Background: an optimization exercise with open tools, aiming at small area. Do not read the settings as production practice.
In this exercise RTL edits were held to simulation tests only and were not proved equivalent to the original.
The flow treats the clock pin as an ideal source. Dropping or thinning the clock tree relies on that and would not hold on a real chip.
Power is estimated from default activity; no workload was simulated.

File: flow/config.mk
export PLATFORM = sky130hd
export DESIGN_NAME = spi_top
export DESIGN_NICKNAME = spi_top
export VERILOG_FILES = /design/flow/design.v
export SDC_FILE = /design/flow/constraint.sdc
export NUM_CORES = 4
export LEC_CHECK = 0
export CAP_MARGIN = 20
export CORE_MARGIN = 2
export CORE_UTILIZATION = 70
export SLEW_MARGIN = 20
export SYNTH_HIERARCHICAL = 1
File: flow/constraint.sdc
create_clock -name core_clock -period 5.0 [get_ports {clk}]
set_input_delay 1.0000 -clock core_clock [delete_from_list [all_inputs] [get_ports {clk}]]
set_output_delay 1.0000 -clock core_clock [all_outputs]
set_load 0.01 [all_outputs]
File: flow/design.v
module spi_top (
    input         clk,
    input         rst_n,
    input  [31:0] in_data_A,         
    output [31:0] out_data_B,        
    output [31:0] out_data_A,        
    output        done_A_to_B,       
    output        response_ready,    
    output        done_B_to_A        
);
    reg [1:0]  ph;
    reg [5:0]  n;
    reg [31:0] tx;
    reg [31:0] rx;
    reg [31:0] data_b;
    wire [1:0] ph_next;
    wire [5:0] n_next;
    wire ld_tx, sh_tx, hold_tx, fill, ld_b, hold_b, sh_rx, hold_rx, rx_bit;
    wire dab, rr, dba;
    ctl u_ctl (.ph(ph), .n(n), .tx(tx),
               .ph_next(ph_next), .n_next(n_next),
               .ld_tx(ld_tx), .sh_tx(sh_tx), .hold_tx(hold_tx), .fill(fill),
               .ld_b(ld_b), .hold_b(hold_b), .sh_rx(sh_rx), .hold_rx(hold_rx),
               .rx_bit(rx_bit),
               .done_A_to_B(dab), .response_ready(rr), .done_B_to_A(dba));
    always @(posedge clk or negedge rst_n) begin
        if (!rst_n) begin
            ph <= 2'd0;
            n  <= 6'd0;
        end else begin
            ph <= ph_next;
            n  <= n_next;
        end
    end
    wire [31:0] tx_next, b_next, rx_next;
    genvar i;
    generate
        for (i = 0; i < 32; i = i + 1) begin : g_bit
            sel3 u_tx (.s0(ld_tx), .d0(in_data_A[i]),
                       .s1(sh_tx), .d1(i == 0 ? fill : tx[(i + 31) % 32]),
                       .s2(hold_tx), .d2(tx[i]), .y(tx_next[i]));
            sel2 u_b  (.s0(ld_b), .d0(tx[(i + 31) % 32]),
                       .s1(hold_b), .d1(data_b[i]), .y(b_next[i]));
            sel2 u_rx (.s0(sh_rx), .d0(i == 0 ? rx_bit : rx[(i + 31) % 32]),
                       .s1(hold_rx), .d1(rx[i]), .y(rx_next[i]));
        end
    endgenerate
    always @(posedge clk)
        tx <= tx_next;
    always @(posedge clk or negedge rst_n) begin
        if (!rst_n) begin
            data_b <= 32'd0;
            rx     <= 32'd0;
        end else begin
            data_b <= b_next;
            rx     <= rx_next;
        end
    end
    assign out_data_B     = data_b;
    assign out_data_A     = rx;
    assign done_A_to_B    = dab;
    assign response_ready = rr;
    assign done_B_to_A    = dba;
endmodule
module sel2 (
    input  s0, d0,
    input  s1, d1,
    output y
);
    assign y = (s0 & d0) | (s1 & d1);
endmodule
module sel3 (
    input  s0, d0,
    input  s1, d1,
    input  s2, d2,
    output y
);
    assign y = (s0 & d0) | (s1 & d1) | (s2 & d2);
endmodule
module ctl (ph, n, tx, ph_next, n_next, ld_tx, sh_tx, hold_tx, hold_b, hold_rx, rx_bit, fill, ld_b, sh_rx, done_A_to_B, response_ready, done_B_to_A);
  input [1:0] ph;
  wire [1:0] ph;
  input [5:0] n;
  wire [5:0] n;
  input [31:0] tx;
  wire [31:0] tx;
  output [1:0] ph_next;
  wire [1:0] ph_next;
  output [5:0] n_next;
  wire [5:0] n_next;
  output ld_tx;
  wire ld_tx;
  output sh_tx;
  wire sh_tx;
  output hold_tx;
  wire hold_tx;
  output hold_b;
  wire hold_b;
  output hold_rx;
  wire hold_rx;
  output rx_bit;
  wire rx_bit;
  output fill;
  wire fill;
  output ld_b;
  wire ld_b;
  output sh_rx;
  wire sh_rx;
  output done_A_to_B;
  wire done_A_to_B;
  output response_ready;
  wire response_ready;
  output done_B_to_A;
  wire done_B_to_A;
  wire _00_;
  wire _01_;
  wire _02_;
  wire _03_;
  wire _04_;
  wire _05_;
  wire _06_;
  wire _07_;
  wire _08_;
  wire _09_;
  wire _10_;
  wire _11_;
  wire _12_;
  wire _13_;
  wire _14_;
  wire _15_;
  wire _16_;
  wire _17_;
  wire _18_;
  wire _19_;
  wire _20_;
  wire _21_;
  wire _22_;
  wire _23_;
  wire _24_;
  wire _25_;
  wire _26_;
  wire _27_;
  wire _28_;
  wire _29_;
  wire _30_;
  wire _31_;
  wire _32_;
  wire _33_;
  wire _34_;
  wire _35_;
  wire _36_;
  wire _37_;
  wire _38_;
  wire _39_;
  hm_inv_1 g0 (.A(n[3]), .Y(_12_));
  hm_nor2_1 g1 (.A(n[5]), .B(n[4]), .Y(_13_));
  hm_inv_1 g2 (.A(n[1]), .Y(_14_));
  hm_and3_1 g3 (.A(n[2]), .B(_14_), .C(ph[0]), .X(_15_));
  hm_inv_1 g4 (.A(ph[1]), .Y(_16_));
  hm_nand2_1 g5 (.A(_16_), .B(ph[0]), .Y(_17_));
  hm_o21a_1 g6 (.A1(_16_), .A2(ph[0]), .B1(_17_), .X(_18_));
  hm_nor2_1 g7 (.A(n[0]), .B(_18_), .Y(sh_tx));
  hm_nand4_1 g8 (.A(_12_), .B(_13_), .C(_15_), .D(sh_tx), .Y(hold_b));
  hm_inv_1 g9 (.A(hold_b), .Y(ld_b));
  hm_and2_1 g10 (.A(n[1]), .B(n[0]), .X(_19_));
  hm_nand3_1 g11 (.A(ph[1]), .B(n[3]), .C(_19_), .Y(_20_));
  hm_o21ai_1 g12 (.A1(_16_), .A2(ph[0]), .B1(_20_), .Y(_21_));
  hm_nor2_1 g13 (.A(n[2]), .B(ph[0]), .Y(_22_));
  hm_nor2_1 g14 (.A(_21_), .B(_22_), .Y(ph_next[0]));
  hm_nand2_1 g15 (.A(_13_), .B(_22_), .Y(_23_));
  hm_nor2_1 g16 (.A(_20_), .B(_23_), .Y(_24_));
  hm_nand2_1 g17 (.A(n[2]), .B(_19_), .Y(_25_));
  hm_o21ai_1 g18 (.A1(n[2]), .A2(_19_), .B1(_25_), .Y(_26_));
  hm_nor2_1 g19 (.A(_24_), .B(_26_), .Y(n_next[2]));
  hm_nor2_1 g20 (.A(_12_), .B(_25_), .Y(_27_));
  hm_nand2_1 g21 (.A(n[4]), .B(_27_), .Y(_28_));
  hm_o21a_1 g22 (.A1(n[4]), .A2(_27_), .B1(_28_), .X(n_next[4]));
  hm_nor2_1 g23 (.A(n[1]), .B(n[0]), .Y(_29_));
  hm_nor2_1 g24 (.A(_19_), .B(_29_), .Y(n_next[1]));
  hm_nand2_1 g25 (.A(n[5]), .B(_28_), .Y(_30_));
  hm_o21ai_1 g26 (.A1(n[5]), .A2(_28_), .B1(_30_), .Y(n_next[5]));
  hm_and3_1 g27 (.A(ph[1]), .B(_15_), .C(n[0]), .X(response_ready));
  hm_inv_1 g28 (.A(tx[31]), .Y(_31_));
  hm_and2_1 g29 (.A(_16_), .B(_22_), .X(_32_));
  hm_and2_1 g30 (.A(ph[1]), .B(tx[0]), .X(_33_));
  hm_nor2_1 g31 (.A(_32_), .B(_33_), .Y(_34_));
  hm_o22a_1 g32 (.A1(_31_), .A2(_17_), .B1(_21_), .B2(_34_), .X(done_A_to_B));
  hm_inv_1 g33 (.A(_24_), .Y(_35_));
  hm_and3_1 g34 (.A(n[0]), .B(_35_), .C(_21_), .X(sh_rx));
  hm_nand4_1 g35 (.A(tx[21]), .B(tx[20]), .C(tx[23]), .D(tx[22]), .Y(_36_));
  hm_nand4_1 g36 (.A(tx[17]), .B(tx[16]), .C(tx[19]), .D(tx[18]), .Y(_37_));
  hm_nand3_1 g37 (.A(tx[29]), .B(tx[28]), .C(tx[30]), .Y(_38_));
  hm_nand4_1 g38 (.A(tx[25]), .B(tx[24]), .C(tx[27]), .D(tx[26]), .Y(_39_));
  hm_or4_1 g39 (.A(_36_), .B(_37_), .C(_38_), .D(_39_), .X(_00_));
  hm_nand4_1 g40 (.A(tx[5]), .B(tx[4]), .C(tx[7]), .D(tx[6]), .Y(_01_));
  hm_nand4_1 g41 (.A(tx[0]), .B(tx[1]), .C(tx[3]), .D(tx[2]), .Y(_02_));
  hm_nand4_1 g42 (.A(tx[13]), .B(tx[12]), .C(tx[15]), .D(tx[14]), .Y(_03_));
  hm_nand4_1 g43 (.A(tx[9]), .B(tx[8]), .C(tx[11]), .D(tx[10]), .Y(_04_));
  hm_or4_1 g44 (.A(_01_), .B(_02_), .C(_03_), .D(_04_), .X(_05_));
  hm_nor2_1 g45 (.A(_00_), .B(_05_), .Y(_06_));
  hm_nand2_1 g46 (.A(_31_), .B(_06_), .Y(_07_));
  hm_o21ai_1 g47 (.A1(_31_), .A2(_06_), .B1(_07_), .Y(rx_bit));
  hm_o21ai_1 g48 (.A1(_16_), .A2(ph[0]), .B1(_31_), .Y(fill));
  hm_nand2_1 g49 (.A(_29_), .B(_32_), .Y(_08_));
  hm_nand2_1 g50 (.A(_35_), .B(_08_), .Y(ld_tx));
  hm_a31oi_1 g51 (.A1(n[2]), .A2(_19_), .A3(ph[1]), .B1(sh_rx), .Y(hold_rx));
  hm_o21ai_1 g52 (.A1(_16_), .A2(_24_), .B1(hold_b), .Y(ph_next[1]));
  hm_nand2_1 g53 (.A(_12_), .B(_25_), .Y(_09_));
  hm_nand2_1 g54 (.A(_35_), .B(_09_), .Y(_10_));
  hm_nor2_1 g55 (.A(_27_), .B(_10_), .Y(n_next[3]));
  hm_nand2_1 g56 (.A(n[0]), .B(_35_), .Y(n_next[0]));
  hm_nor2_1 g57 (.A(sh_tx), .B(ld_tx), .Y(hold_tx));
  hm_or4_1 g58 (.A(_16_), .B(_12_), .C(_14_), .D(n[0]), .X(_11_));
  hm_nor2_1 g59 (.A(_23_), .B(_11_), .Y(done_B_to_A));
endmodule
module hm_a31oi_1 (input A1, A2, A3, B1, output Y);
  assign Y = (~A1&~B1) | (~A2&~B1) | (~A3&~B1);
endmodule
module hm_and2_1 (input A, B, output X);
  assign X = (A&B);
endmodule
module hm_and3_1 (input A, B, C, output X);
  assign X = (A&B&C);
endmodule
module hm_inv_1 (input A, output Y);
  assign Y = (~A);
endmodule
module hm_nand2_1 (input A, B, output Y);
  assign Y = (~A) | (~B);
endmodule
module hm_nand3_1 (input A, B, C, output Y);
  assign Y = (~A) | (~B) | (~C);
endmodule
module hm_nand4_1 (input A, B, C, D, output Y);
  assign Y = (~A) | (~B) | (~C) | (~D);
endmodule
module hm_nor2_1 (input A, B, output Y);
  assign Y = (~A&~B);
endmodule
module hm_o21a_1 (input A1, A2, B1, output X);
  assign X = (A1&B1) | (A2&B1);
endmodule
module hm_o21ai_1 (input A1, A2, B1, output Y);
  assign Y = (~A1&~A2) | (~B1);
endmodule
module hm_o22a_1 (input A1, A2, B1, B2, output X);
  assign X = (A1&B1) | (A2&B1) | (A1&B2) | (A2&B2);
endmodule
module hm_or4_1 (input A, B, C, D, output X);
  assign X = (A) | (B) | (C) | (D);
endmodule
File: flow/flow/run.sh
#!/bin/bash
# The standard layout, with:
# - the smallest buffer on the ports instead of the resizer's default pick;
# - a clock tree without dummy loads, whose leaves flow/merge_leaves.tcl then
#   merges pairwise into clkbuf_16s (CTS stops its H-tree at 15 sinks a leaf).
set -euo pipefail
bash standard.sh \
  "BUFFER_PORTS_ARGS=-buffer_cell sky130_fd_sc_hd__buf_1" \
  "CTS_ARGS=-sink_clustering_enable -repair_clock_nets -dont_use_dummy_load -root_buf sky130_fd_sc_hd__clkbuf_4" \
  "POST_CTS_TCL=$PWD/flow/merge_leaves.tcl" \
  finish > standard.log 2>&1
File: flow/flow/merge_leaves.tcl
# Post-CTS: halve the number of clock leaf buffers. TritonCTS stops its H-tree at
# 15 sinks per leaf; for this design two neighbouring leaves fit one clkbuf_16.
# Each leaf buffer is paired with its nearest unpaired neighbour, the pair's
# sinks moved onto one buffer, the other buffer removed, and the kept buffer
# sized up. The leaves stay on the same root, one level down, so every sink
# keeps the same number of buffers on its clock path.
proc clk_leaf_merge { } {
  set block [ord::get_db_block]
  set clknet [$block findNet clk]
  set roots {}
  foreach it [$clknet getITerms] { if {[$it isInputSignal]} { lappend roots [$it getInst] } }
  if {[llength $roots] != 1} { puts "merge: [llength $roots] roots, skipped"; return }
  set root [lindex $roots 0]
  set rootnet [[$root findITerm X] getNet]
  set leaves {}
  foreach it [$rootnet getITerms] {
    if {[$it isInputSignal]} {
      set inst [$it getInst]
      if {![string match *clkbuf* [[$inst getMaster] getName]]} { puts "merge: root drives [[$inst getMaster] getName], skipped"; return }
      lappend leaves $inst
    }
  }
  puts "merge: [llength $leaves] leaves"
  set left $leaves
  while {[llength $left] >= 2} {
    set a [lindex $left 0]
    set left [lrange $left 1 end]
    lassign [$a getLocation] ax ay
    set best -1; set bd 1e18
    for {set i 0} {$i < [llength $left]} {incr i} {
      lassign [[lindex $left $i] getLocation] bx by
      set d [expr {abs($ax-$bx) + abs($ay-$by)}]
      if {$d < $bd} { set bd $d; set best $i }
    }
    set b [lindex $left $best]
    set left [lreplace $left $best $best]
    set na [[$a findITerm X] getNet]
    set nb [[$b findITerm X] getNet]
    foreach it [$nb getITerms] {
      if {[$it isInputSignal]} { $it disconnect; $it connect $na }
    }
    # move the kept buffer to the middle of the pair
    lassign [$b getLocation] bx by
    $a setLocation [expr {($ax+$bx)/2}] [expr {($ay+$by)/2}]
    [$b findITerm A] disconnect
    odb::dbInst_destroy $b
    odb::dbNet_destroy $nb
    replace_cell [get_cells [$a getName]] sky130_fd_sc_hd__clkbuf_16
  }
}
clk_leaf_merge
detailed_placement
estimate_parasitics -placement
File: flow/standard.sh
#!/bin/bash
# synth_recipe.tcl (not shown) runs the flow's synth.tcl, then flattens the netlist and writes it again
# the make line also repeats each setting of config.mk as NAME=value (left out here)
make -C /OpenROAD-flow-scripts/flow DESIGN_CONFIG=/design/flow/config.mk WORK_HOME=/design/flow/orfs CLKGATE_MAP_FILE= SYNTH_SCRIPT=/design/flow/synth_recipe.tcl "${@:-finish}"
==> results of run 1 <==
[area by class of cell]
type	instances	area, sq um
clock buffers	5	108
fillers	284	783
inverters	38	143
multi-input cells	150	1170
flip-flops and latches	104	2440
well taps	70	87.6
repair buffers	103	402
[worst max path at each step]
stage	start	to	slack, ps	depth (start not counted)
after global placement	n[0]	tx[10]	2030	8
after floorplan	ph[1]	data_b[0]	1020	7
after global routing	n[0]	rx[26]	2010	8
final	n[0]	rx[17]	2170	8
after detailed placement	n[0]	tx[12]	1760	8
[layer usage]
layer / part of all wire / track usage / routed length [microns] / vias up
li1: - / - / - / 1371
met1: 0.40 / 0.420 / 3520 / 1534
met2: 0.51 / 0.502 / 4470 / 175
met3: 0.080 / 0.0541 / 711 / 18
met4: 0.015 / 0.0964 / 135 / 0
met5: 0 / 0 / 0 / -
[registers in the layout (all words and copies together), names as in the netlist]
signal	cells
data_b	32
rx	32
tx	32
n	6
ph	2
[stage by stage]
stage,setup slack [ps],utilization,power [uW]
finish,2170,0.848,1300
detailed placement,1760,0.825,925
floorplan,1020,-,895
global placement,2030,0.825,922
global route,2010,0.848,1340
[synth_stat cells, drive strengths merged]
master and number:
o21ai 6, nor2 14, or4 3, a222oi 32
a31oi 1, o21a 2, and3 3, a22o 64
dfxtp 32, nand2 11, nand3 2, inv 38
o22a 1, and2 3, nand4 8, dfrtp 72
[power by group through the flow]
stage / registers [uW] / logic [uW] / clock network [uW]
6_report: 866 / 41.2 / 389
3_5_place_dp: 883 / 41.7 / 0
5_1_grt: 868 / 47.4 / 425
3_3_place_gp: 882 / 39.6 / 0
2_1_floorplan: 878 / 16.7 / 0
[Yosys stat by module, one instance, submodules excluded, a selection]
module      flip-flops and latches  area [sq um]
hm_or4_1                         0          7.51
sel2                             0          8.76
hm_and3_1                        0          6.26
hm_nor2_1                        0          3.75
hm_o21a_1                        0          7.51
hm_o21ai_1                       0          5.00
hm_nand4_1                       0          6.26
hm_a31oi_1                       0          6.26
hm_nand2_1                       0          3.75
hm_and2_1                        0          6.26
hm_nand3_1                       0          5.00
spi_top                        104          2440
hm_inv_1                         0          3.75
[critical path, stage by stage, from the launching register on]
cell and delay (ps):
dfrtp_1 460, and2_1 270, nand3_1 150, nor2_1 220, inv_1 150, and3_2 410, a31oi_2 590, buf_4 350
a22o_1 170
[cells by family after synthesis]
logic type             synth area share
flip-flops                        0.653
AO/OA/AOI/OAI                     0.252
buffers and inverters            0.0381
AND/OR/NAND/NOR                  0.0572
==> results.txt, run 1 <==
cell accounting for the most synthesized area dfrtp_1; Final Hold Viols 0; synth unique cells 16; Seq pwr share 0.668; worst path required time about 5400 ps; final cell count without fillers 470; slew margin rel. 0.329; Post-layout nets between 400 and 500; combinational fraction of design power 0.032; most common cell after layout, fill and taps aside buf_1; final wirelength between 8000 and 9000 microns; die area 0.00594 sq mm; drt pass-1 iters 7; R2R Path End rx[17]; sequential fraction of the synthesis area 0.653; setup TNS 0 ps; RSZ-0062 raised after global routing no; initial core utilization 0.728; Synth Register Bits 104; sw power between 200 and 300 uW; DR iter-0 viols ~370; largest net degree at the start of global routing 73; P_leak between 0.002 and 0.0025 uW; vias roughly 3100; initial antenna violation count 0; R2R setup slack between 2000 and 2500 ps; placed cell count about 470; Core Region 0.00514 sq mm; row count 26; Hold WS between 400 and 500 ps; Clock Sinks between 100 and 150; Max-Cap Viols 0; Syn Area/Cell between 10 and 15 sq um; r2r worst-path depth 8; Reg clk slew, reported paths 100 ps; Int Pwr 1020 uW; yosys warns 7; Worst-Skew Late Latency ~420 ps; synth top area cells dfrtp_1 (48%), dfxtp_1 (17%), a22o_1 (15%), a222oi_1 (8.6%), inv_1 (3.8%); port bufs 100; most frequent cells in the layout buf_1 (99), dfrtp_1 (72), a22o_1 (64), inv_1 (38); Yosys top cell area share 0.482; clock share of power 0.300; vias in the first global route a little under 3000; Design Area, Final between 0.004 and 0.005 sq mm; post-DR wirelength/cell around 19 microns; DRC Markers 0; Hold Startpoint n[5]; total global routing overflow 0; Gate Count Post-Synth around 290; Total GRT Usage 0.305; hold path depth 1; Least-Margin Pin Slew approximately 1000 ps; Fmax roughly 350 MHz; Crit Reg-Reg Startpoint n[0]; post-route ant nets 0; Via density between 6 and 7; Crit Path Max Fanout 33; first-pass GRT wire length approximately 14000 microns; hold crit path type register to register; Synth Cell Area 0.00374 sq mm; I/O Pins 101; Post-DP HPWL between 5000 and 6000 microns; diodes inserted 0; routability cong. between 0.9 and 1; Setup Crit Path Kind register to register; # setup viols final 0; dpl cell area between 0.004 and 0.005 sq mm; Die Y a little under 80 microns; WP data arrival approximately 3200 ps; layout cells sized above 1 0.0350; Min-Delay Endpoint n[5]; pwr dens 298 mW/mm^2; status timing/DRC/antenna clean; clk_skew ~10 ps; crit start category register; Final Max Tran Viols 0; Die Span X between 70 and 80 microns; Syn Nets 326; post-layout min period between 2000 and 3000 ps; endpoint type of the worst setup path register; area grow syn2layout 16.5%; Sw Share 0.212; Max rail drop VDD 0.255 mV; Final period util 0.566
==> run 2: changes to the inputs <==
--- a/flow/config.mk
+++ b/flow/config.mk
@@ -7,6 +7,6 @@
 export LEC_CHECK = 0
 export CAP_MARGIN = 20
 export CORE_MARGIN = 2
-export CORE_UTILIZATION = 70
+export CORE_UTILIZATION = 65
 export SLEW_MARGIN = 20
 export SYNTH_HIERARCHICAL = 1
==> run 2 against run 1 <==
Still clean on timing, DRC and antenna. Synthesized cell count unchanged. Global-route usage decreased by 3.7 points. Routed wire length decreased by 3.5%. Utilization fell by 6.1 points. Register-to-register slack better by 50 ps. Cell area is essentially flat. Critical path depth is the same. Die area grew 7.3%. Clock-buffer cell count did not move. First-iteration DRC count fell by 17%. Critical path type unchanged. Critical endpoint is now rx[30]. Largest power group unchanged.
==> results.txt, run 2 <==
synth top area cells dfrtp_1 (48%), dfxtp_1 (17%), a22o_1 (15%), a222oi_1 (8.6%), inv_1 (3.8%) (unchanged); Gate Count Post-Synth 292 (unchanged); Synth Cell Area 0.00374 sq mm (unchanged); Primary FF master, synth dfrtp_1 (unchanged); RSZ-0062 raised after global routing no (unchanged); endpoint type of the worst setup path register (unchanged); DRC Markers 0 (unchanged); Final period util 0.557 (was 0.566); Layout fillers 392 (was 284); setup TNS 0 ps (unchanged); vias 3001 (was 3098); Worst-Skew Late Latency 420 ps (about the same); Setup Crit Path Kind register to register (unchanged); largest net degree at the start of global routing 73 (unchanged); final wirelength 8530 microns (was 8840 microns); sequential fraction of the synthesis area 0.653 (unchanged); diodes inserted 0 (unchanged); layout cells sized above 1 0.0350 (unchanged); largest registers data_b x32, rx x32, tx x32 (unchanged); Die Span X 79.9 microns (was 77.1 microns); Syn Area/Cell 12.8 sq um (unchanged); Post-layout nets 436 (unchanged); P_leak 0.00202 uW (unchanged); die area 0.00638 sq mm (was 0.00594 sq mm); area grow syn2layout 16.6% (was 16.5%); Final Max Tran Viols 0 (unchanged); port bufs 100 (unchanged); slew margin rel. 0.301 (was 0.329); Max rail drop VDD 0.197 mV (was 0.255 mV); I/O Pins 101 (unchanged); vias in the first global route 2747 (was 2899); crit start category register (unchanged); first-pass GRT wire length 13200 microns (was 14400 microns); post-DR wirelength/cell 18.1 microns (was 18.8 microns); row count 27 (was 26); worst path required time 5350 ps (was 5360 ps); Via density 6.36 (was 6.59); Clock Sinks 104 (unchanged); Least-Margin Pin Slew 1050 ps (was 1010 ps); Core Region 0.00554 sq mm (was 0.00514 sq mm); pwr dens 296 mW/mm^2 (was 298 mW/mm^2); WP data arrival 3140 ps (was 3190 ps); Max-Cap Viols 0 (unchanged); Crit Path Max Fanout 33 (unchanged); synth cell count leaders dfrtp_1 (72), a22o_1 (64), inv_1 (38) (unchanged); Fmax 359 MHz (was 353 MHz); cell accounting for the most synthesized area dfrtp_1 (unchanged); number of synthesized flops with an enable pin 0 (unchanged); total global routing overflow 0 (unchanged); most frequent cells in the layout buf_1 (99), dfrtp_1 (72), a22o_1 (64), inv_1 (38) (unchanged); FFs w/ async S/R, synth 0.692 (unchanged); initial antenna violation count 0 (unchanged); Post-DP HPWL 5570 microns (was 5870 microns); Final Hold Viols 0 (unchanged); Yosys top cell area share 0.482 (unchanged); clk_skew 17.1 ps (was 10.3 ps); most common cell after layout, fill and taps aside buf_1 (unchanged); drt pass-1 iters 7 (unchanged); # setup viols final 0 (unchanged); FF+latch area 0.00244 sq mm (unchanged); Reg clk slew, reported paths 90 ps (was 100 ps); count leader, synth dfrtp_1 (unchanged); Hold WS 484 ps (was 477 ps); post-route ant nets 0 (unchanged); DR iter-0 viols 310 (was 373); post-layout min period 2780 ps (was 2830 ps); yosys warns 7 (unchanged); status timing/DRC/antenna clean (unchanged); synth unique cells 16 (unchanged); area of the multi-input gates 0.00117 sq mm (unchanged); Synth Register Bits 104 (unchanged); hold crit path type register to register (unchanged); Die Y 79.9 microns (was 77.1 microns); Syn Nets 326 (unchanged); routability cong. 0.905 (was 0.912); initial core utilization 0.675 (was 0.728); Total GRT Usage 0.268 (was 0.305)
## run 2: final timing paths
kind                       start  cells after the start  slack, ps          to
hold / removal              n[5]                      1        480        n[5]
setup reg to reg            n[0]                      8       2220      rx[30]
setup / recovery            n[0]                      8       2220      rx[30]
min in group asynchronous  rst_n                      1        750      rx[28]
hold reg to reg             n[5]                      1        480        n[5]
max in group asynchronous  rst_n                      1       3640  data_b[22]
## run 2: per-stage QoR
| step | cell area, sq um | std cells | util | setup WS [ps] | total power, uW |
|---|---|---|---|---|---|
| 3_3_place_gp | 4240 | 467 | 0.766 | 2030 | 922 |
| 3_5_place_dp | 4240 | 467 | 0.766 | 1790 | 924 |
| 5_1_grt | 4360 | 472 | 0.787 | 2010 | 1330 |
| 6_report | 4360 | 472 | 0.787 | 2220 | 1290 |
| 2_1_floorplan | 3740 | 292 | - | 1020 | 895 |
## run 2: layout make-up
cell class | count | area share
multi-input cells | 150 | 0.270
repair buffers | 103 | 0.0921
flip-flops and latches | 104 | 0.560
well taps | 72 | 0.0207
clock buffers | 5 | 0.0247
inverters | 38 | 0.0327
## run 2: Yosys stat by module, one instance, submodules excluded, a selection
module      times used  flops+latches  area [sq um]  cells
hm_and3_1            3              0          6.26      1
hm_nand3_1           2              0          5.00      1
sel2                64              0          8.76      1
spi_top              1            104          2440    104
hm_or4_1             3              0          7.51      1
hm_a31oi_1           1              0          6.26      1
## run 2: per-layer routing
layer	global-route usage	part of all wire	vias up
met1	0.366	0.42	1481
li1	-	-	1370
met2	0.443	0.49	136
met5	0	0	-
met3	0.0520	0.071	14
met4	0.0729	0.015	0
## run 2: power breakdown
part           internal (uW)  switching (uW)  total [uW]
registers                851            15.3         866
clock network            153             232         385
logic                   17.5            23.5        41.0
total                   1020             271        1290
## run 2: worst max-delay path: stages (launching register included)
cell and delay (ps):
dfrtp_1 450, and2_1 260, nand3_1 130, nor2_1 230
inv_1 140, and3_2 410, a31oi_2 600, buf_4 340
a22o_1 170
## run 2: logic make-up after synthesis
family	after synthesis	synth area share
AND/OR/NAND/NOR	44	0.0572
flip-flops	104	0.653
buffers and inverters	38	0.0381
AO/OA/AOI/OAI	106	0.252
==> run 3: changes to the inputs <==
--- a/flow/flow/run.sh
+++ b/flow/flow/run.sh
@@ -2,7 +2,8 @@
 # The standard layout, with:
 # - the smallest buffer on the ports instead of the resizer's default pick;
 # - a clock tree without dummy loads, whose leaves flow/merge_leaves.tcl then
-#   merges pairwise into clkbuf_16s (CTS stops its H-tree at 15 sinks a leaf).
+#   merges pairwise into four clkbuf_16s (CTS stops its H-tree at 15 sinks a
+#   leaf), driven straight from the clock port.
 set -euo pipefail
 bash standard.sh \
   "BUFFER_PORTS_ARGS=-buffer_cell sky130_fd_sc_hd__buf_1" \
--- a/flow/flow/merge_leaves.tcl
+++ b/flow/flow/merge_leaves.tcl
@@ -48,6 +48,24 @@
     replace_cell [get_cells [$a getName]] sky130_fd_sc_hd__clkbuf_16
   }
 }
+proc clk_root_drop { } {
+  set block [ord::get_db_block]
+  set clknet [$block findNet clk]
+  set roots {}
+  foreach it [$clknet getITerms] { if {[$it isInputSignal]} { lappend roots [$it getInst] } }
+  if {[llength $roots] != 1} { return }
+  set root [lindex $roots 0]
+  set rootnet [[$root findITerm X] getNet]
+  set loads {}
+  foreach it [$rootnet getITerms] { if {[$it isInputSignal]} { lappend loads $it } }
+  if {[llength $loads] > 4} { puts "drop: [llength $loads] leaves, root kept"; return }
+  foreach it $loads { $it disconnect; $it connect $clknet }
+  [$root findITerm A] disconnect
+  odb::dbInst_destroy $root
+  odb::dbNet_destroy $rootnet
+  puts "drop: root removed, clk drives [llength $loads] leaves"
+}
 clk_leaf_merge
+clk_root_drop
 detailed_placement
 estimate_parasitics -placement
==> run 3 against run 2 <==
Clock-buffer cell count is 1 lower. Die area is the same. Cell area shrank 0.17%. Utilization fell by 0.14 points. Flip-flop and latch count did not move. Final cell count down 0.21%. Critical path depth did not move. Global-route usage decreased by 0.30 points. Hold slack about the same. Critical path type unchanged.
==> results.txt, run 3 <==
cell accounting for the most synthesized area dfrtp_1 (unchanged); yosys warns 7 (unchanged); critical-path cell list and2_1 > nand3_1 > nor2_1 > inv_1 > and3_2 > a31oi_2 > buf_4 > a22o_1 (unchanged); status timing/DRC/antenna clean (unchanged); Worst Setup EP rx[30] (unchanged); final wirelength 8460 microns (was 8530 microns); P_leak 0.00201 uW (was 0.00202 uW); Primary FF master, synth dfrtp_1 (unchanged); hold path depth 1 (unchanged); diodes inserted 0 (unchanged); DR iter-0 viols 365 (was 310); r2r worst-path depth 8 (unchanged); count leader, synth dfrtp_1 (unchanged); Core Region 0.00554 sq mm (unchanged); final worst slack 2220 ps (about the same); worst path required time 5090 ps (was 5350 ps); # setup viols final 0 (unchanged); layout cells sized above 1 0.0326 (was 0.0350); Crit Reg-Reg Startpoint n[0] (unchanged); initial antenna violation count 0 (unchanged); first-pass GRT wire length 13100 microns (was 13200 microns); Via density 6.36 (about the same); Final period util 0.555 (was 0.557); routability cong. 0.905 (unchanged); synth cell count leaders dfrtp_1 (72), a22o_1 (64), inv_1 (38) (unchanged); R2R setup slack 2220 ps (about the same); Worst-Skew Late Latency 160 ps (was 420 ps); Final Max Tran Viols 0 (unchanged); Die Span X 79.9 microns (unchanged); vias in the first global route 2752 (was 2747); die area 0.00638 sq mm (unchanged); area grow syn2layout 16.4% (was 16.6%); Syn Nets 326 (unchanged); post-route ant nets 0 (unchanged); synth top area cells dfrtp_1 (48%), dfxtp_1 (17%), a22o_1 (15%), a222oi_1 (8.6%), inv_1 (3.8%) (unchanged); initial core utilization 0.675 (unchanged); port bufs 100 (unchanged); Util after Layout 0.785 (was 0.787); DRC Markers 0 (unchanged); Max rail drop VDD 0.196 mV (was 0.197 mV); drt pass-1 iters 5 (was 7); Crit Path Max Fanout 33 (unchanged); RSZ-0062 raised after global routing no (unchanged); slew margin rel. 0.307 (was 0.301); Gate Count Post-Synth 292 (unchanged); row count 27 (unchanged); Max-Cap Viols 0 (unchanged); sequential fraction of the synthesis area 0.653 (unchanged); delay-heaviest family, CP simple AND/OR/NAND/NOR gates (unchanged); Hold WS 484 ps (about the same); Final Hold Viols 0 (unchanged); FFs w/ async S/R, synth 0.692 (unchanged); total global routing overflow 0 (unchanged); hold crit path type register to register (unchanged); number of synthesized flops with an enable pin 0 (unchanged); most frequent cells in the layout buf_1 (99), dfrtp_1 (72), a22o_1 (64), inv_1 (38) (unchanged); Yosys top cell area share 0.482 (unchanged); post-layout min period 2780 ps (about the same); Post-DP HPWL 5570 microns (unchanged); WP depth 8 (unchanged); Post-Place Setup Slack 1790 ps (unchanged); crit path from n[0] (unchanged); Largest stage delay, worst path 610 ps (was 600 ps); crit start category register (unchanged); Clock Sinks 104 (unchanged); clk_skew 17.7 ps (was 17.1 ps); Post-layout nets 435 (was 436); Synth Register Bits 104 (unchanged); Layout fillers 392 (unchanged); pwr dens 288 mW/mm^2 (was 296 mW/mm^2); post-DR wirelength/cell 18.0 microns (was 18.1 microns); Synth Cell Area 0.00374 sq mm (unchanged); synth unique cells 16 (unchanged); Syn Area/Cell 12.8 sq um (unchanged); Reg clk slew, reported paths 90 ps (about the same); WP data arrival 2870 ps (was 3140 ps); vias 2994 (was 3001); Die Y 79.9 microns (unchanged); largest net degree at the start of global routing 73 (unchanged); Buf+Inv Stages, Crit Path 2 (unchanged); CP max-delay cell a31oi_2 (unchanged); setup TNS 0 ps (unchanged); Least-Margin Pin Slew 1040 ps (was 1050 ps); I/O Pins 101 (unchanged); R2R Path End rx[30] (unchanged); Setup Crit Path Kind register to register (unchanged); most common cell after layout, fill and taps aside buf_1 (unchanged); Fmax 360 MHz (was 359 MHz); Total GRT Usage 0.265 (was 0.268); largest registers data_b x32, rx x32, tx x32 (unchanged); endpoint type of the worst setup path register (unchanged)
==> run 3: area by class of cell <==
cell class / count / area [sq um] / share of cell area
clock buffer: 4 / 100 / 0.0230
sequential: 104 / 2440 / 0.561
timing repair buffer: 103 / 402 / 0.0923
inverter: 38 / 143 / 0.0328
tap: 72 / 90.1 / 0.0207
multi-input combinational: 150 / 1170 / 0.270
==> run 3: metrics by stage <==
| step | power, uW | cells | area (sq um) |
|---|---|---|---|
| 5_1_grt | 1290 | 471 | 4350 |
| 6_report | 1250 | 471 | 4350 |
| 2_1_floorplan | 895 | 292 | 3740 |
| 3_3_place_gp | 922 | 467 | 4240 |
| 3_5_place_dp | 924 | 467 | 4240 |
==> run 3: worst reg2reg max path, delay by kind of cell (launching register included) <==
kind	cells	cell delay, ps
flip-flops	1	450
AO/OA/AOI/OAI	2	790
buffers and inverters	2	480
AND/OR/NAND/NOR	4	980
==> run 3: modules after synthesis, one instance, submodules excluded, a selection <==
| module | copies in the design | flip-flops and latches | area [sq um] | cells inside |
|---|---|---|---|---|
| hm_o22a_1 | 1 | 0 | 8.76 | 1 |
| spi_top | 1 | 104 | 2440 | 104 |
| hm_or4_1 | 3 | 0 | 7.51 | 1 |
| hm_o21ai_1 | 6 | 0 | 5.00 | 1 |
| hm_a31oi_1 | 1 | 0 | 6.26 | 1 |
| hm_and2_1 | 3 | 0 | 6.26 | 1 |
| hm_nand3_1 | 2 | 0 | 5.00 | 1 |
| hm_and3_1 | 3 | 0 | 6.26 | 1 |
| hm_nor2_1 | 14 | 0 | 3.75 | 1 |
| sel3 | 32 | 0 | 13.8 | 2 |
| hm_inv_1 | 6 | 0 | 3.75 | 1 |
| sel2 | 64 | 0 | 8.76 | 1 |
| hm_o21a_1 | 2 | 0 | 7.51 | 1 |
==> run 3: layer usage <==
metal / part of all wire / track usage / vias to the layer above
li1: - / - / 1373
met1: 0.42 / 0.364 / 1468
met2: 0.49 / 0.438 / 141
met3: 0.074 / 0.0475 / 12
met4: 0.014 / 0.0729 / 0
met5: 0 / 0 / -
==> run 3: how the worst min path moves through the flow <==
stage	from	endpoint
floorplan	n[5]	n[5]
global placement	n[5]	n[5]
detailed placement	n[5]	n[5]
global route	n[5]	n[5]
finish	n[5]	n[5]
==> run 3: power breakdown <==
group / total, uW / internal [uW] / leakage, uW / switching (uW)
registers: 866 / 851 / 0.00126 / 15.0
logic: 40.9 / 17.5 / 0.000705 / 23.4
clock network: 345 / 147 / 0.0000493 / 198
total: 1250 / 1020 / 0.00201 / 236
==> run 3: cell families (layout without fill, tap and decap cells) <==
kind of cell / Yosys count / in the layout / share of synthesized area
and+or+nand+nor: 44 / 44 / 0.0572
DFF: 104 / 104 / 0.653
buffers and inverters: 38 / 145 / 0.0381
AOI/OAI and AO/OA: 106 / 106 / 0.252
==> run 4: changes to the inputs <==
--- a/flow/config.mk
+++ b/flow/config.mk
@@ -5,8 +5,8 @@
 export SDC_FILE = /design/flow/constraint.sdc
 export NUM_CORES = 4
 export LEC_CHECK = 0
-export CAP_MARGIN = 20
+export CAP_MARGIN = 10
 export CORE_MARGIN = 2
 export CORE_UTILIZATION = 65
-export SLEW_MARGIN = 20
+export SLEW_MARGIN = 10
 export SYNTH_HIERARCHICAL = 1
==> run 4 against run 3 <==
Critical path depth unchanged. Global-route usage unchanged. Largest power group unchanged. Total power is 0.22% higher. Largest cell class unchanged. Critical endpoint is now tx[22].
==> results.txt, run 4 <==
met3 usage 0.0475 (unchanged); most frequent cells in the layout buf_1 (99), dfrtp_1 (72), a22o_1 (64), inv_1 (38) (unchanged); Post-layout nets 435 (unchanged); post-DR wirelength/cell 18.0 microns (about the same); Gate Count Post-Synth 292 (unchanged); Post-Synth Simple-Gate Area 0.0572 (unchanged); Core Region 0.00554 sq mm (unchanged); Crit Path Max Fanout 33 (unchanged); Reg clk slew, reported paths 90 ps (about the same); setup TNS 0 ps (unchanged); Post-DP HPWL 5570 microns (unchanged); r2r worst-path depth 8 (unchanged); yosys warns 7 (unchanged); GR Layer Usage met2 0.438 (unchanged); critical-path cell list and2_1 > nand3_1 > nor2_1 > inv_1 > nand2_1 > nor2_4 > a222oi_1 > inv_1 (was and2_1 > nand3_1 > nor2_1 > inv_1 > and3_2 > a31oi_2 > buf_4 > a22o_1); initial antenna violation count 0 (unchanged); hold path depth 1 (unchanged); Largest stage delay, worst path 830 ps (was 610 ps); drt pass-1 iters 5 (unchanged); Clock Sinks 104 (unchanged); delay-heaviest family, CP simple AND/OR/NAND/NOR gates (unchanged); endpoint type of the worst setup path register (unchanged); WP data arrival 3080 ps (was 2870 ps); clk_skew 17.1 ps (was 17.7 ps); status timing/DRC/antenna clean (unchanged); post-layout min period 3040 ps (was 2780 ps); routability cong. 0.905 (unchanged); P_leak 0.00201 uW (about the same); Post-Synth XOR/XNOR Area 0 (unchanged); largest net degree at the start of global routing 73 (unchanged); CP max-delay cell nand2_1 (was a31oi_2); clock share of power 0.277 (was 0.276); sequential fraction of the synthesis area 0.653 (unchanged); I/O Pins 101 (unchanged); hold crit path type register to register (unchanged); Buf+Inv Stages, Crit Path 2 (unchanged); sw power 239 uW (was 236 uW); Seq pwr share 0.690 (was 0.692); layout cells sized above 1 0.0276 (was 0.0326); slew margin rel. 0.220 (was 0.307); FFs w/ async S/R, synth 0.692 (unchanged); Least-Margin Pin Slew 1170 ps (was 1040 ps); count leader, synth dfrtp_1 (unchanged); met1 usage 0.364 (unchanged); Max rail drop VDD 0.197 mV (was 0.196 mV); Util after Layout 0.785 (about the same); cell accounting for the most synthesized area dfrtp_1 (unchanged); Syn Area/Cell 12.8 sq um (unchanged); mux contribution to synthesized area 0 (unchanged); number of synthesized flops with an enable pin 0 (unchanged); Max-Cap Viols 0 (unchanged); Fmax 329 MHz (was 360 MHz); worst path required time 5040 ps (was 5090 ps); largest registers data_b x32, rx x32, tx x32 (unchanged); Die Span X 79.9 microns (unchanged); largest family of logic cells by synthesized area compound AO/OA/AOI/OAI gates (unchanged); area grow syn2layout 16.3% (was 16.4%); combinational fraction of design power 0.033 (about the same); vias 2976 (was 2994); Die Y 79.9 microns (unchanged); # setup viols final 0 (unchanged); diodes inserted 0 (unchanged); row count 27 (unchanged); Most common cell on crit path inv_1; Yosys top cell area share 0.482 (unchanged); DRC Markers 0 (unchanged); DR iter-0 viols 392 (was 365); synth top area cells dfrtp_1 (48%), dfxtp_1 (17%), a22o_1 (15%), a222oi_1 (8.6%), inv_1 (3.8%) (unchanged); Total GRT Usage 0.265 (unchanged); post-route ant nets 0 (unchanged); pwr dens 289 mW/mm^2 (was 288 mW/mm^2); vias in the first global route 2752 (unchanged); synth cell count leaders dfrtp_1 (72), a22o_1 (64), inv_1 (38) (unchanged); total global routing overflow 0 (unchanged); die area 0.00638 sq mm (unchanged); RSZ-0062 raised after global routing no (unchanged); WP depth 8 (unchanged); Sw Share 0.191 (was 0.189); Final Max Tran Viols 0 (unchanged); Syn Nets 326 (unchanged); Hold WS 484 ps (about the same); first-pass GRT wire length 13100 microns (unchanged); Synth Register Bits 104 (unchanged); Via density 6.32 (was 6.36); Setup Crit Path Kind register to register (unchanged); Int Pwr 1020 uW (about the same); Final Hold Viols 0 (unchanged); most common cell after layout, fill and taps aside buf_1 (unchanged); port bufs 100 (unchanged); crit start category register (unchanged); Post-Synth Adder-Cell Area 0 (unchanged); Synth Cell Area 0.00374 sq mm (unchanged); Primary FF master, synth dfrtp_1 (unchanged); Most Used Layer, Global Route met2 (unchanged); final wirelength 8470 microns (was 8460 microns); Worst-Skew Late Latency 160 ps (about the same); initial core utilization 0.675 (unchanged); Final period util 0.608 (was 0.555); synth unique cells 16 (unchanged); Design Area, Final 0.00435 sq mm (about the same); dpl cell area 0.00424 sq mm (unchanged); Compound-Gate Fraction of Synth Area 0.252 (unchanged)
run 4: cell counts after synthesis:
Identical to the previous run, type by type.
run 4: kinds of logic after synthesis:
| group | after synthesis |
|---|---|
| compound gates | 106 |
| buf+inv | 38 |
| flops | 104 |
| simple gates | 44 |
run 4: power groups by stage:
stage	logic, uW	registers, uW	clock network [uW]
global placement	39.8	882	0
finish	41.0	866	348
global route	47.2	868	377
detailed placement	41.2	883	0
floorplan	16.7	878	0
run 4: path summary, 6_finish.rpt:
kind                       startpoint      to  slack [ps]
hold / removal                   n[5]    n[5]         480
setup reg to reg                 n[0]  tx[22]        1960
setup / recovery                 n[0]  tx[22]        1960
max in group asynchronous       rst_n  rx[26]        3400
hold reg to reg                  n[5]    n[5]         480
min in group asynchronous       rst_n  rx[29]        1000
run 4: cell type report:
type,instances,area (sq um)
timing repair buffer,103,402
sequential,104,2440
clock buffer,4,100
tap,72,90.1
fill,391,1190
inverter,38,143
multi-input combinational,150,1170
run 4: worst register-to-register path, cell delays in order (launching register included):
cell and delay, ps:
dfrtp_1 450, and2_1 260, nand3_1 130, nor2_1 210, inv_1 140, nand2_1 830
nor2_4 350, a222oi_1 490, inv_1 80
run 4: per-stage QoR:
step / power [uW] / cells / setup WS (ps)
final: 1250 / 471 / 1960
after global routing: 1290 / 471 / 1730
after detailed placement: 924 / 467 / 1790
after global placement: 922 / 467 / 2030
after floorplan: 895 / 292 / 1020
run 4: per-module statistics from Yosys, one instance, submodules excluded, excerpt:
module,cells inside,flops+latches
hm_or4_1,1,0
hm_a31oi_1,1,0
sel2,1,0
hm_and2_1,1,0
spi_top,104,104
hm_o22a_1,1,0
hm_inv_1,1,0
hm_o21a_1,1,0
hm_nand4_1,1,0
hm_and3_1,1,0
hm_nor2_1,1,0
hm_nand2_1,1,0
hm_o21ai_1,1,0
hm_nand3_1,1,0
sel3,2,0
run 4: layer usage:
| layer | vias to the layer above | routed length [microns] | part of all wire |
|---|---|---|---|
| li1 | 1370 | - | - |
| met5 | - | 0 | 0 |
| met3 | 10 | 573 | 0.068 |
| met2 | 131 | 4200 | 0.50 |
| met1 | 1465 | 3600 | 0.43 |
| met4 | 0 | 95 | 0.011 |
==> run 5: changes to the inputs <==
--- a/flow/config.mk
+++ b/flow/config.mk
@@ -5,8 +5,8 @@
 export SDC_FILE = /design/flow/constraint.sdc
 export NUM_CORES = 4
 export LEC_CHECK = 0
-export CAP_MARGIN = 10
+export CAP_MARGIN = 0
 export CORE_MARGIN = 2
 export CORE_UTILIZATION = 65
-export SLEW_MARGIN = 10
+export SLEW_MARGIN = 0
 export SYNTH_HIERARCHICAL = 1
==> run 5 against run 4 <==
Critical path depth stayed put. Highest routed layer unchanged. First-iteration DRC count is 1.5% lower. Cell area is 0.11% lower. Synthesized cell count stayed put. Critical endpoint unchanged. Die area stayed put. Register-to-register slack worse by 310 ps. Utilization is 0.090 points lower. Area after synthesis stayed put.
==> results.txt, run 5 <==
status timing/DRC/antenna clean (unchanged); post-DR wirelength/cell 18.1 microns (was 18.0 microns); I/O Pins 101 (unchanged); Final Hold Viols 0 (unchanged); Final period util 0.670 (was 0.608); Via density 6.36 (was 6.32); endpoint type of the worst setup path register (unchanged); final wirelength 8510 microns (was 8470 microns); Post-Synth XOR/XNOR Area 0 (unchanged); vias in the first global route 2752 (unchanged); number of synthesized flops with an enable pin 0 (unchanged); layout cells sized above 1 0.0276 (unchanged); DR iter-0 viols 386 (was 392); r2r worst-path depth 8 (unchanged); clk_skew 17.8 ps (was 17.1 ps); Util after Layout 0.784 (was 0.785); Syn Area/Cell 12.8 sq um (unchanged); Gate Count Post-Synth 292 (unchanged); drt pass-1 iters 5 (unchanged); # setup viols final 0 (unchanged); Die Y 79.9 microns (unchanged); Post-Synth Simple-Gate Area 0.0572 (unchanged); Clock Sinks 104 (unchanged); DRC Markers 0 (unchanged); Total GRT Usage 0.265 (unchanged); total global routing overflow 0 (unchanged); R2R setup slack 1650 ps (was 1960 ps); post-route ant nets 0 (unchanged); routability cong. 0.905 (unchanged); Worst Setup EP tx[22] (unchanged); Fmax 298 MHz (was 329 MHz); most common cell after layout, fill and taps aside buf_1 (unchanged); Compound-Gate Fraction of Synth Area 0.252 (unchanged); Post-Synth Adder-Cell Area 0 (unchanged); cell accounting for the most synthesized area dfrtp_1 (unchanged); crit start category register (unchanged); Yosys top cell area share 0.482 (unchanged); area grow syn2layout 16.1% (was 16.3%); pwr dens 289 mW/mm^2 (about the same); Power Total 1250 uW (about the same); first-pass GRT wire length 13100 microns (unchanged); mux contribution to synthesized area 0 (unchanged); count leader, synth dfrtp_1 (unchanged); Final Max Tran Viols 0 (unchanged); P_leak 0.00201 uW (about the same); Die Span X 79.9 microns (unchanged); hold crit path type register to register (unchanged); setup TNS 0 ps (unchanged); largest net degree at the start of global routing 73 (unchanged); crit path from n[0] (unchanged); Crit Reg-Reg Startpoint n[0] (unchanged); Core Region 0.00554 sq mm (unchanged); port bufs 100 (unchanged); most frequent cells in the layout buf_1 (99), dfrtp_1 (72), a22o_1 (64), inv_1 (38) (unchanged); WP data arrival 3450 ps (was 3080 ps); worst path required time 5100 ps (was 5040 ps); Primary FF master, synth dfrtp_1 (unchanged); sequential fraction of the synthesis area 0.653 (unchanged); diodes inserted 0 (unchanged); post-layout min period 3350 ps (was 3040 ps); row count 27 (unchanged); die area 0.00638 sq mm (unchanged); Max rail drop VDD 0.196 mV (was 0.197 mV); Synth Register Bits 104 (unchanged); yosys warns 7 (unchanged); Crit Path Max Fanout 33 (unchanged); Worst-Skew Late Latency 170 ps (was 160 ps); synth top area cells dfrtp_1 (48%), dfxtp_1 (17%), a22o_1 (15%), a222oi_1 (8.6%), inv_1 (3.8%) (unchanged); largest registers data_b x32, rx x32, tx x32 (unchanged); Least-Margin Pin Slew 1290 ps (was 1170 ps); slew margin rel. 0.137 (was 0.220); Synth Cell Area 0.00374 sq mm (unchanged); synth cell count leaders dfrtp_1 (72), a22o_1 (64), inv_1 (38) (unchanged); Max-Cap Viols 0 (unchanged); Post-layout nets 435 (unchanged); vias 2997 (was 2976); Layout fillers 391 (unchanged); R2R Path End tx[22] (unchanged); initial antenna violation count 0 (unchanged); Post-DP HPWL 5570 microns (unchanged); synth unique cells 16 (unchanged); initial core utilization 0.675 (unchanged); RSZ-0062 raised after global routing no (unchanged); FFs w/ async S/R, synth 0.692 (unchanged); Setup Crit Path Kind register to register (unchanged); Syn Nets 326 (unchanged); largest family of logic cells by synthesized area compound AO/OA/AOI/OAI gates (unchanged); Reg clk slew, reported paths 90 ps (about the same)
## run 5: changes by cell type in the layout (fill, tap and decap cells not counted)
| cell | delta |
|---|---|
| nor2_2 | +1 |
| nor2_4 | -1 |
## run 5: worst min path at each step
stage	cells after the start	end	startpoint	slack [ps]
2_1_floorplan	1	n[5]	n[5]	440
3_3_place_gp	1	n[5]	n[5]	450
3_5_place_dp	1	n[5]	n[5]	460
5_1_grt	1	n[5]	n[5]	500
6_report	1	n[5]	n[5]	480
## run 5: metrics by stage
stage / cell area (sq um) / hold slack (ps) / setup WS, ps / instances
global route: 4340 / 502 / 1390 / 471
floorplan: 3740 / 438 / 1020 / 292
global placement: 4240 / 453 / 2030 / 467
detailed placement: 4240 / 460 / 1790 / 467
finish: 4340 / 484 / 1650 / 471
## run 5: logic make-up after synthesis
group | Yosys count
AO/OA/AOI/OAI | 106
AND/OR/NAND/NOR | 44
flip-flops | 104
buffers and inverters | 38
## run 5: layout make-up
class,count,area (sq um),area share
Sequential cell,104,2440,0.562
Multi-Input combinational cell,150,1170,0.269
Timing Repair Buffer,103,402,0.0925
Inverter,38,143,0.0328
Clock buffer,4,100,0.0230
Tap cell,72,90.1,0.0207
## run 5: routing by layer
| metal | wire length [microns] | up-vias | part of all wire | GRT usage |
|---|---|---|---|---|
| li1 | - | 1365 | - | - |
| met2 | 4170 | 146 | 0.49 | 0.438 |
| met4 | 120 | 0 | 0.014 | 0.0729 |
| met5 | 0 | - | 0 | 0 |
| met1 | 3620 | 1469 | 0.43 | 0.364 |
| met3 | 601 | 17 | 0.071 | 0.0475 |
## run 5: critical path, stage by stage (launching register included)
cell,delay [ps]
dfrtp_1,450
and2_1,220
nand3_1,120
nor2_1,80
inv_1,120
nand2_1,650
nor2_2,1270
a222oi_1,270
inv_1,100
## run 5: report_power, final
part	internal [uW]	switching, uW
Clock	147	199
Combinational	17.6	23.6
Sequential	851	15.1
## run 5: modules after synthesis (local to each module, per instance), a selection
module / flops+latches / times used / cells
spi_top: 104 / 1 / 104
sel3: 0 / 32 / 2
hm_inv_1: 0 / 6 / 1
hm_or4_1: 0 / 3 / 1
hm_nor2_1: 0 / 14 / 1
hm_o21ai_1: 0 / 6 / 1
hm_o22a_1: 0 / 1 / 1
hm_nand4_1: 0 / 8 / 1
sel2: 0 / 64 / 1
hm_and2_1: 0 / 3 / 1
hm_nand2_1: 0 / 11 / 1
hm_o21a_1: 0 / 2 / 1
hm_and3_1: 0 / 3 / 1

[static timing again, ports no longer ideal]
The results above use ideal ports. As a check the final layouts listed here were re-extracted and re-timed, cells and wires unchanged.
Step 1 sets driving cells, clkbuf_16 on the clock port and buf_2 on the other inputs (assumed; they add their load-dependent delay and slew).
Step 2, shift: input delay + t, output delay - t, t = (earliest + latest rising clock arrival at the registers) / 2. This alone moves slack from input paths to output paths.
a / b / c = ideal / step 1 / step 2; a / b = the first two.
run	shift t [ns]	setup WS [ns]	hold slack, ns	worst setup path at the end	slew at the worst register clock pin (ns)
run 1	0.443	2.169 / 2.156 / 2.169	0.477 / 0.477 / 0.477	register to register	0.10 / 0.10
run 2	0.438	2.215 / 2.194 / 2.215	0.484 / 0.484 / 0.484	register to register	0.11 / 0.11
run 3	0.227	2.225 / 2.224 / 2.224	0.484 / 0.484 / 0.484	register to register	0.10 / 0.10
run 4	0.228	1.958 / 1.958 / 1.958	0.484 / 0.484 / 0.484	register to register	0.10 / 0.10
run 5	0.228	1.649 / 1.649 / 1.649	0.484 / 0.484 / 0.484	register to register	0.11 / 0.11
After both steps setup and hold are still met in every run listed. The setup slack of run 3, which loses most, moves by -0.001 ns with the drivers and by -0.001 ns with both steps.
